Background: an optimization exercise with open tools, aiming at small area. Do not read the settings as production practice. Only simulation tests tie the RTL to the original design; equivalence was not proved. Power is estimated from default activity; no workload was simulated.

// mc6809i
module mc6809i
#(
    parameter ILLEGAL_INSTRUCTIONS="GHOST"
)
(
    input   [7:0]  D,
    output  [7:0]  DOut,
    output  [15:0] ADDR,
    output  RnW,
    input   CLK_ROOT,
    input   CE_E_FALL,
    input   CE_Q_FALL,
    output  BS,
    output  BA,
    input   nIRQ,
    input   nFIRQ,
    input   nNMI,
    output  AVMA,
    output  BUSY,
    output  LIC,
    input   nHALT,
    input   nRESET,
    input   nDMABREQ,
    output  [111:0] RegData
);
reg     [7:0]   a;
reg     [7:0]   b;
reg     [15:0]  x;
reg     [15:0]  y;
reg     [15:0]  u;
reg     [15:0]  s;
reg     [15:0]  pc;
reg     [7:0]   dp;
reg     [7:0]   cc;
reg     [15:0]  tmp;
reg     [15:0]  ea;
reg     [7:0]   Inst1;
reg     [7:0]   Inst2;
reg             InstPage2;
reg             InstPage3;
reg     [5:0]   CpuState;
wire    [1:0]   NextState = tmp[12:11];      
wire    [2:0]   IntType   = tmp[10:8];       
reg             PcPending;       
reg     NMIMask;
reg     NMILatched;
reg     NMISample;
reg     NMISample2;
reg     IRQLatched;
reg     IRQSample;
reg     IRQSample2;
reg     FIRQLatched;
reg     FIRQSample;
reg     FIRQSample2;
reg     HALTLatched;
reg     HALTSample;
reg     HALTSample2;
reg     DMABREQLatched;
reg     DMABREQSample;
reg     DMABREQSample2;
reg     rnRESET;
assign  RegData[7:0]    = a;
assign  RegData[15:8]   = b;
assign  RegData[31:16]  = x;
assign  RegData[47:32]  = y;
assign  RegData[63:48]  = s;
assign  RegData[79:64]  = u;
assign  RegData[87:80]  = cc;
assign  RegData[95:88]  = dp;
assign  RegData[111:96] = pc;
localparam CC_E_BIT=  3'd7;
localparam CC_F_BIT=  3'd6;
localparam CC_H_BIT=  3'd5;
localparam CC_I_BIT=  3'd4;
localparam CC_N_BIT=  3'd3;
localparam CC_Z_BIT=  3'd2;
localparam CC_V_BIT=  3'd1;
localparam CC_C_BIT=  3'd0;
localparam INT_NMI  = 3'b110;
localparam INT_SWI  = 3'b101;
localparam INT_IRQ  = 3'b100;
localparam INT_FIRQ = 3'b011;
localparam INT_SWI2 = 3'b010;
localparam INT_RST  = 3'b111;
localparam NS_FETCH = 2'd0;
  ...
==> flow/config.mk <==
export PLATFORM = sky130hd
export DESIGN_NAME = mc6809i
export DESIGN_NICKNAME = mc6809i
export VERILOG_FILES = /design/flow/design.v
export SDC_FILE = /design/flow/constraint.sdc
export NUM_CORES = 8
export LEC_CHECK = 0
export ABC_AREA = 1
export CAP_MARGIN = 20
export CORE_MARGIN = 2
export CORE_UTILIZATION = 40
export GPL_TIMING_DRIVEN = 0
export SETUP_SLACK_MARGIN = 0.45
export SLEW_MARGIN = 20
==> flow/constraint.sdc <==
create_clock -name core_clock -period 10.0 [get_ports {CLK_ROOT}]
set_input_delay 2.0000 -clock core_clock [delete_from_list [all_inputs] [get_ports {CLK_ROOT}]]
set_output_delay 2.0000 -clock core_clock [all_outputs]
set_load 0.01 [all_outputs]
standard.sh (not shown) runs the stock make flow with config.mk's settings and CLKGATE_MAP_FILE= SYNTH_SCRIPT=/design/flow/synth_recipe.tcl, a recipe that flattens the netlist after the stock synthesis.
==> flow/flow/run.sh <==
#!/bin/bash
set -euo pipefail
WORK=$(cd "$(dirname "$0")/.." && pwd)
rm -rf "$WORK/orfs_scripts"
cp -r "$FLOW_HOME/scripts" "$WORK/orfs_scripts"
cp "$WORK/flow/abc_area.script" "$WORK/orfs_scripts/abc_area.script"
bash "$WORK/standard.sh" SCRIPTS_DIR="$WORK/orfs_scripts" finish > "$WORK/standard.log" 2>&1
==> flow/flow/abc_area.script <==
strash
&get -n
&deepsyn -T 120
&put
dch -f
amap -m
topo
Rerun with:
SETUP_SLACK_MARGIN = 0.7   (was 0.45)
Effect: Utilization came out higher by 0.40 points. Cell area rises by about 0.8%. Global-route usage is higher by 0.50 points. First-iteration DRC count barely changes. Die area does not change. Via count is about the same. Setup slack degrades by 0.033 ns. Total power climbs by 2.9%. Hold slack hardly moves. Final cell count hardly moves.

==> what the ideal ports hide <==
How much do the figures lean on ideal ports? The routed layouts below were timed once more, with nothing changed but the port constraints.
Step 1 assumes that a clkbuf_16 drives the clock port and a buf_2 every other input.
Step 2 times the ports against the registers' clock, not the clock port: input delays grow and output delays shrink by t, the midpoint of the rising clock arrivals with the driver on.
a / b / c = ideal / step 1 / step 2; a / b = the first two.
run | shift t [ns] | setup slack, ns | worst data-port slew with drivers (ns)
the first run | 0.565 | 0.495 / 0.476 / 0.209 | 0.04
the second run | 0.577 | 0.462 / 0.462 / 0.178 | 0.04
After both steps setup and hold are still met in every run listed. The setup slack of the first run, which loses most, moves by -0.019 ns with the drivers and by -0.286 ns with both steps.
